This is an optimization exercise on Yosys and OpenROAD, whose aim is a short achievable clock period and few clock cycles, not a production implementation. Only the layout flow was run in this run; the RTL was not checked for function there. No activity file was given, so power comes from the tool's default toggle rates.

$ cat flow/config.mk
export PLATFORM = sky130hd
export DESIGN_NAME = SingleCycle_MIPS
export DESIGN_NICKNAME = SingleCycle_MIPS
export VERILOG_FILES = /design/flow/design.v
export SDC_FILE = /design/flow/constraint.sdc
export NUM_CORES = 4
export LEC_CHECK = 0
export ABC_CLOCK_PERIOD_IN_PS = 2500
export CAP_MARGIN = 20
export CORE_MARGIN = 2
export CORE_UTILIZATION = 50
export CTS_CLUSTER_DIAMETER = 50
export CTS_CLUSTER_SIZE = 24
export PLACE_DENSITY = 0.65
export SETUP_SLACK_MARGIN = 0.5
export SLEW_MARGIN = 20
$ cat flow/constraint.sdc
create_clock -name core_clock -period 10.0 [get_ports {clk}]
set_input_delay 2.0000 -clock core_clock [delete_from_list [all_inputs] [get_ports {clk}]]
set_output_delay 2.0000 -clock core_clock [all_outputs]
set_load 0.01 [all_outputs]
$ cat flow/design.v
module SingleCycle_MIPS(
    clk,
    rst_n,
    IR_addr,
    IR,
    RF_writedata,
    ReadDataMem,
    CEN,
    WEN,
    A,
    ReadData2,
    OEN,
    RF_wen,
    RF_waddr
);
    input         clk, rst_n;
    input  [31:0] IR;
    output [31:0] IR_addr, RF_writedata;
    input  [31:0] ReadDataMem;
    output        CEN;
    output        WEN;
    output  [6:0] A;
    output [31:0] ReadData2;
    output        OEN;
    output        RF_wen;
    output  [4:0] RF_waddr;
    localparam BI = 4;           
    localparam BN = 1 << BI;     
    reg  [31:0] pcF;
    reg         vD, hitD, bjrD, fjD;
    reg  [31:0] irD, pcD, pc4D, npD;
    reg  [31:0] rsRawD, rtRawD;     
    reg         fillW, fjrW, corrW;
    reg   [BI-1:0] cidxW;
    reg   [7:0] ctgtW;
    reg   [BI-1:0] fidxW;
    reg   [7-BI:0] ftagW;
    reg   [7:0] ftgtW;
    reg         vE, wenE, ldE, brE, jrE, ptE;
    reg   [4:0] waE;
    reg  [31:0] aE, bE, altE;
    reg         fA, fB;
    reg         opAdd, opSub, opAnd, opOr, opSlt;
    reg   [BI-1:0] idxE;
    reg         cenE, wenMemE;
    reg   [6:0] addrE;
    reg  [31:0] sdE;
    reg         wenW;
    reg   [4:0] waW;
    reg  [31:0] wdW;
    reg  [31:0] rf [1:31];
    reg  [31:1] rv;
    reg  [BN-1:0] bv, bjr;
    reg   [7-BI:0] bt_tag [0:BN-1];
    reg   [7:0] bt_tgt [0:BN-1];
    wire [BI-1:0] idxF = pcF[BI+1:2];
    wire [7-BI:0] tagF = pcF[9:BI+2];
    wire [BN-1:0] match;
    genvar h;
    generate
        for (h = 0; h < BN; h = h + 1) begin : bm
            assign match[h] = bv[h] && (bt_tag[h] == tagF);
        end
    endgenerate
    wire        hitF = match[idxF];
    wire [31:0] pc4F = pcF + 32'd4;
    wire        isJF   = (IR[31:27] == 5'b00001);
    wire [31:0] jtgtF  = {pc4F[31:28], IR[25:0], 2'b00};
    wire        useJF  = !hitF && isJF;
    wire [31:0] btbF   = {pcF[31:10], bt_tgt[idxF], pcF[1:0]};
    wire [31:0] npF    = useJF ? jtgtF : (hitF ? btbF : pc4F);
    function [31:0] rdreg;
        input [4:0] r;
        begin
            if (r == 5'd0) rdreg = 32'd0;
            else if (wenW && waW == r) rdreg = wdW;
            else rdreg = rf[r] & {32{rv[r]}};
        end
    endfunction
    wire [31:0] rsF = rdreg(IR[25:21]);
    wire [31:0] rtF = rdreg(IR[20:16]);
    wire [5:0] op = irD[31:26];
    wire [5:0] fn = irD[5:0];
    wire [4:0] rs = irD[25:21];
    wire [4:0] rt = irD[20:16];
    wire [4:0] rd = irD[15:11];
    wire isR   = (op == 6'h00);
    wire isJR  = isR && (fn == 6'h08);
    wire isJ   = (op == 6'h02);
    wire isJAL = (op == 6'h03);
    wire isBEQ = (op == 6'h04);
    wire isLW  = (op == 6'h23);
    wire isSW  = (op == 6'h2b);
    wire [4:0] waD = isJAL ? 5'd31 : (isR ? rd : rt);
    wire wrD   = !(isSW || isBEQ || isJ || isJR) && (waD != 5'd0);
    wire rsEqRt = (rs == rt);
    wire [31:0] sext = {{16{irD[15]}}, irD[15:0]};
    wire [31:0] btgt = pc4D + {sext[29:0], 2'b00};
    wire [31:0] jtgt = {pc4D[31:28], irD[25:0], 2'b00};
    wire [31:0] rsV = (wenW && waW == rs) ? wdW : rsRawD;
    wire [31:0] rtV = (wenW && waW == rt) ? wdW : rtRawD;
    wire [8:0]  addrD = rsV[8:0] + irD[8:0];
    wire eHitRs = wenE && (waE == rs);
    wire eHitRt = wenE && (waE == rt);
    wire predJr = isJR && hitD && bjrD;     
    wire memHaz = 1'b0;
    wire jrHaz  = isJR && !predJr && eHitRs;
    wire stall  = vD && (memHaz || jrHaz);
    wire early  = isBEQ && !rsEqRt && ((rs == 5'd0 && eHitRt) || (rt == 5'd0 && eHitRs)) &&
                  !ldE && (opAdd || opSub);
    wire takeD  = isJ || isJAL || (isBEQ && (rsEqRt || (early ? zE : irD[15])));
    wire [31:0] tgtBJ = isBEQ ? btgt : jtgt;
    wire fetchedT = fjD || (npD == tgtBJ);      
    wire fetchedS = (npD == pc4D);              
    wire rightD = isJR ? predJr : (takeD ? fetchedT : fetchedS);
    wire redirD = vD && !stall && !rightD;
    wire [31:0] dnext = isJR ? rsV : (takeD ? (isBEQ ? btgt : jtgt) : pc4D);
    wire [31:0] xa = fA ? wdW : aE;
    wire [31:0] xb = fB ? wdW : bE;
    wire eq   = (xa == xb);
    wire [31:0] zx = xa ^ xb;
    wire [31:0] zo = xa | xb;
    wire zAdd = !zx[0] && (zx[31:1] == zo[30:0]);
    wire zE   = opAdd ? zAdd : eq;
    wire jreq = (xa == altE);
    wire [31:0] sum  = xa + xb;
    wire [31:0] diff = xa - xb;
    wire ltu = (xa < xb);
    wire [31:0] res = ({32{opAdd}} & sum) | ({32{opSub}} & diff) |
                      ({32{opAnd}} & (xa & xb)) | ({32{opOr}} & (xa | xb)) |
                      {31'd0, opSlt & ltu};
    wire [31:0] wdNext = ldE ? ReadDataMem : res;
    wire [8:0]  addrF  = wdNext[8:0] + irD[8:0];
    wire redirE = vE && ((brE && (eq != ptE)) || (jrE && !jreq));
    wire [31:0] tgtE = jrE ? xa : altE;
    wire goD   = vD && !stall && !redirE;    
    wire fillD = redirD && !redirE && ((isBEQ && takeD && !early) || isJR);
    always @(posedge clk or negedge rst_n) begin
        if (!rst_n) begin
            pcF <= 32'd0;
            vD <= 1'b0;
            vE <= 1'b0; wenE <= 1'b0; ldE <= 1'b0; brE <= 1'b0; jrE <= 1'b0;
            cenE <= 1'b1; wenMemE <= 1'b1;
            wenW <= 1'b0;
        end else begin
            if (redirE) begin
                pcF <= tgtE;
                vD <= 1'b0;
            end else if (stall) begin
                pcF <= pcF;
            end else if (redirD) begin
                pcF <= dnext;
                vD <= 1'b0;
            end else begin
                pcF <= npF;
                vD <= 1'b1;
            end
            vE   <= goD && !(isJ || (isJR && !predJr) || (isBEQ && rsEqRt));
            jrE  <= goD && isJR && predJr;
            wenE <= goD && wrD;
            ldE  <= goD && isLW;
            brE  <= goD && isBEQ && !rsEqRt && !early;
            cenE <= !(goD && (isLW || isSW));
            wenMemE <= !(goD && isSW);
            wenW <= vE && wenE;
        end
    end
    always @(posedge clk) begin
        rsRawD <= stall ? rsV : rsF;
        rtRawD <= stall ? rtV : rtF;
        if (!stall) begin
            irD <= IR;
            pcD <= pcF;
            pc4D <= pc4F;
            npD <= npF;
            hitD <= hitF;
            fjD <= useJF;
            bjrD <= bjr[idxF];
        end
        idxE <= pcD[BI+1:2];
        ptE  <= irD[15];
        altE <= predJr ? npD : (irD[15] ? pc4D : btgt);
        waE  <= waD;
        aE   <= isJAL ? pc4D : rsV;
        bE   <= (isR || isBEQ) ? rtV : (isJAL ? 32'd0 : sext);
        fA   <= eHitRs && !isJAL;
        fB   <= eHitRt && (isR || isBEQ);
        opAdd <= !isR || (fn == 6'h20);
        opSub <= isR && (fn == 6'h22);
        opAnd <= isR && (fn == 6'h24);
        opOr  <= isR && (fn == 6'h25);
        opSlt <= isR && (fn == 6'h2a);
        addrE <= eHitRs ? addrF[8:2] : addrD[8:2];
        sdE  <= eHitRt ? wdNext : rtV;
        waW  <= waE;
        wdW  <= wdNext;
    end
    always @(posedge clk or negedge rst_n) begin
        if (!rst_n) begin
            bv <= {BN{1'b0}}; bjr <= {BN{1'b0}}; fillW <= 1'b0; corrW <= 1'b0;
        end else begin
            fillW <= fillD;
            corrW <= redirE && jrE;
            if (fillW) begin
                bv[fidxW] <= 1'b1;
                bjr[fidxW] <= fjrW;
            end
        end
    end
    always @(posedge clk) begin
        fjrW  <= isJR;
        fidxW <= pcD[BI+1:2];
        ftagW <= pcD[9:BI+2];
        ftgtW <= dnext[9:2];
        cidxW <= idxE;
        ctgtW <= xa[9:2];
        if (corrW) begin
            bt_tgt[cidxW] <= ctgtW;
        end else if (fillW) begin
            bt_tag[fidxW] <= ftagW;
            bt_tgt[fidxW] <= ftgtW;
        end
    end
    genvar g;
    generate
        for (g = 1; g < 32; g = g + 1) begin : regs
            always @(posedge clk)
                if (wenW && waW == g) rf[g] <= wdW;
            always @(posedge clk or negedge rst_n)
                if (!rst_n) rv[g] <= 1'b0;
                else if (wenW && waW == g) rv[g] <= 1'b1;
        end
    endgenerate
    assign IR_addr      = pcF;
    assign A            = addrE;
    assign ReadData2    = sdE;
    assign CEN          = cenE;
    assign WEN          = wenMemE;
    assign OEN          = 1'b0;
    assign RF_wen       = wenW;
    assign RF_waddr     = waW;
    assign RF_writedata = wdW;
endmodule
$ cat flow/flow/run.sh
#!/bin/bash
set -euo pipefail
bash standard.sh synth > synth.log 2>&1
bash standard.sh SETUP_SLACK_MARGIN=7 TNS_END_PERCENT=20 finish > layout.log 2>&1
$ cat flow/standard.sh
#!/bin/bash
# synth_recipe.tcl (not shown) runs the flow's synth.tcl, then flattens the netlist and writes it again
# the make line also repeats each setting of config.mk as NAME=value (left out here)
make -C /OpenROAD-flow-scripts/flow DESIGN_CONFIG=/design/flow/config.mk WORK_HOME=/design/flow/orfs CLKGATE_MAP_FILE= SYNTH_SCRIPT=/design/flow/synth_recipe.tcl "${@:-finish}"
==> notes.md <==
status = no timing/DRC/antenna violations
Final Hold Violating Endpoints = 0
Largest stage delay, worst path = 490 ps
HP Start = pcD[8]
worst reg2reg path startpoint = fA
MaxCap Viol Count = 0
Crit path max-delay family = simple AND/OR/NAND/NOR gates
switching fraction of total power = 39.0%
full die area = 163000 sq um
DRT met1 WL = 136000 um
Final min period = 4800 ps
share of layout cells above drive strength 1 = 23.7%
Root Buffer = clkbuf_16
Bufs and invs on worst path = 5
Tot Pwr = 26.2 mW
Area Growth Syn to Fin = 24.1%
clock sinks = 1675
Hold Crit Class = flop to flop
internal power = 16.0 mW
P_leak = 34.7 nW
Yosys top cell area share = 48.6%
CP Data Arrival Time = 5520 ps
clk latency of the worst-skew pair = 870 ps
worst hold stages = 0
max layer used = met5
RePlAce Congestion = 1.02
top cells by area, synth = edfxtp_1 49%, dfxtp_1 7.0%, a221oi_1 3.6%
Max Fclk = 208 MHz
hold-fix buffers at CTS = 0
crit share post-route = 48.0%
Required @ worst endpoint = 10710 ps
antenna-violating nets left = 0
Vias = 71533
Starting DRT DRC Count = 15542
DRT Pass-1 Iters = 11
Slowest-stage cell, CP = xor2_1
largest net degree at the start of global routing = 70
flops & latches, synth = 1675
Post-Syn Instances = 6510
worst vdd ir = 226 uV
Initial Utilization = 50.3%
TritonCTS clock tree = done
commonest non-fill, non-tap cells in the layout = 1291 x edfxtp_1, 404 x buf_4, 325 x nand2_1
synth warn = 34
Synth cell types = 110
Worst Setup End Kind = flop
crit path cell chain = buf_12, buf_16, mux2i_4, ha_4, xor2_1, nand4_1, nor4_2, a22oi_2, nand2_2, a21oi_4, nand4b_1, a2111oi_2, nand4_1, nor3_4, buf_6, a211oi_4, buf_6, buf_6, a221o_1
Tot GR Track Use = 47.4%
wire length on met2 = 161000 um
# IOs = 178
cell area after synthesis = 79700 sq um
fin nets = 7224
Clock Skew = 67.6 ps
H-tree level count = 4
syn avg cell area = 12.2 sq um
Final setup viols = 0
reg2reg end = pcF[5]
proportion of power drawn by the clock network = 24.7%
DR WL met3 = 70400 um
register share of total power = 38.1%
combinational fraction of design power = 37.2%
setup tns final = 0 ps
first-pass GRT wire length = 531000 um
Clk pin slew, worst setup/hold paths = 80 ps
cell depth of the worst flop-to-flop path = 19
Core ar. = 158000 sq um
clk buf depth = 3
initial antenna violation count = 34
r2r setup slk = 5200 ps
Slew @ Worst Pin = 1340 ps
Port Buffers = 176
CTS Buf Count = 152
unrepaired setup endpoints after global routing = yes
crit path max fanout = 10
post-DP HPWL = 230000 um
Worst Setup Path Type = flop to flop
Hold Crit Endpoint = ftagW[2]
Async S/R FF share, synth = 6.33%
die width = 403 um
pwr dens = 265 nW/um^2
Die H = 403 um
fin. max-slew vios = 0
WL final = 410000 um
vias in the first global route = 64871
sequential cell area fraction in the yosys report = 59.0%
leading cell type in the layout, fill and taps excluded = edfxtp_1
WL/cell = 44.3 um
syn nets = 6727
Largest Register = rf
Avg Vias per Cell = 7.74
Most Frequent Cell on Critical Path = buf_6
CP startpoint kind = flop
Primary FF master, synth = edfxtp_1
Post-synth EDFFs = 1291
DRC violations left = 0
Psw = 10.2 mW
Std-Cell Rows = 146
relative slew slack = 9.10%
max reg flops = 992
area leader, netlist = edfxtp_1
remaining global-route overflow = 0
Regs by FF count = rf x992, bt_tgt x128, bt_tag x64
-- worst max path at each step --
| stage | from | to | slack [ps] | cells past startpoint |
|---|---|---|---|---|
| after floorplan | IR[21] | rsRawD[11] | 5620 | 15 |
| after global placement | fA | pcF[28] | 3270 | 15 |
| after detailed placement | wdW[30] | pcF[28] | 3150 | 14 |
| after CTS | opAdd | pcF[30] | 5340 | 15 |
| after global routing | fA | pcF[4] | 5210 | 20 |
| final | fA | pcF[5] | 5200 | 19 |
-- final cells by class --
cell class / instances / area (sq um)
multi-input cells: 4203 / 34200
repair inverters: 1 / 8.76
repair buffers: 804 / 8680
inverters: 170 / 692
clock inverters: 115 / 1520
fillers: 12072 / 59500
diodes: 37 / 92.6
clock buffers: 170 / 4000
flip-flops and latches: 1675 / 47100
well taps: 2072 / 2590
-- stage by stage --
step	util (%)	hold slack, ps	instances	setup slack (ps)	cell area (sq um)
after floorplan	-	323	6510	5620	79900
after global placement	53.5	324	8504	3270	84800
after detailed placement	53.5	327	8504	3150	84800
after CTS	60.2	337	9012	5340	95400
after global routing	62.4	354	9216	5210	98800
final	62.4	330	9247	5200	98900
-- power by group through the flow --
stage / Sequential [mW] / Clock, mW / Combinational, mW
3_3_place_gp: 10.1 / 0 / 6.87
6_report: 9.96 / 6.46 / 9.74
2_1_floorplan: 9.90 / 0 / 3.61
3_5_place_dp: 10.1 / 0 / 6.89
5_1_grt: 9.98 / 6.67 / 9.87
4_1_cts: 9.91 / 6.41 / 7.94
-- repair_timing --
action / CTS / global route
resized for setup: 688 / 478
endpoints found under the setup margin: 633 / 672
gates cloned: 18 / 23
pin swaps: 108 / 89
buffers inserted: 205 / 175
-- layer usage --
layer / up-vias / track usage, %
met3: 2272 / 21.9
met5: - / 1.31
met2: 7543 / 64.3
met4: 50 / 33.6
li1: 26753 / -
met1: 34915 / 59.5
-- kinds of logic (layout without fill, tap and decap cells) --
family / count (synthesis) / count (layout) / synth area share, %
multiplexers: 299 / 299 / 4.74
XOR/XNOR: 333 / 333 / 3.68
other: 1 / 38 / 0.00471
adder cells (fa/ha/maj): 151 / 151 / 2.40
flip-flops: 1675 / 1675 / 59.0
AND/OR/NAND/NOR: 1444 / 1448 / 8.80
buffers and inverters: 636 / 1260 / 3.06
AO/OA/AOI/OAI: 1971 / 1971 / 18.3
-- cell usage after synthesis (19+ instances only) --
| library cell | number |
|---|---|
| a2111oi_0 | 38 |
| clkbuf_1 | 375 |
| nand4_1 | 165 |
| a22oi_1 | 309 |
| or2_2 | 41 |
| nand2_1 | 352 |
| o22ai_1 | 77 |
| o211ai_1 | 54 |
| a211o_1 | 28 |
| mux4_2 | 61 |
| o21a_1 | 27 |
| nor3_1 | 53 |
| nor3b_1 | 46 |
| a222oi_1 | 32 |
| and2_1 | 26 |
| xnor2_1 | 188 |
| buf_2 | 22 |
| a21oi_1 | 292 |
| mux2i_1 | 218 |
| nand2b_1 | 48 |
| and3_1 | 27 |
| dfxtp_1 | 278 |
| inv_1 | 167 |
| a31oi_1 | 26 |
| dfrtp_1 | 104 |
| xor2_1 | 143 |
| buf_1 | 63 |
| a22o_1 | 286 |
| mux2_2 | 19 |
| a21o_1 | 23 |
| nor2b_1 | 24 |
| nor4_1 | 38 |
| o21bai_1 | 23 |
| ha_1 | 148 |
| nor2_1 | 420 |
| o21ai_0 | 237 |
| edfxtp_1 | 1291 |
| nand3_1 | 156 |
| a221oi_1 | 332 |

## what the ideal ports hide
Ports are ideal in the flow. The routed layout listed here was re-timed in OpenROAD. Step 1 assumes that a clkbuf_16 drives the clock port and a buf_2 every other input. Step 2 times the ports against the registers' clock, not the clock port: input delays grow and output delays shrink by t, the midpoint of the rising clock arrivals with the driver on. a / b / c = ideal / step 1 / step 2; a / b = the first two.
t (ns): 0.932
slack for setup (ns): 5.198 / 5.198 / 4.746
worst slew at a driven data input, ns: 0.30
After both steps this run still meets setup and hold. For this run, drivers alone change the setup slack by 0.000 ns; drivers and shift together by -0.452 ns.
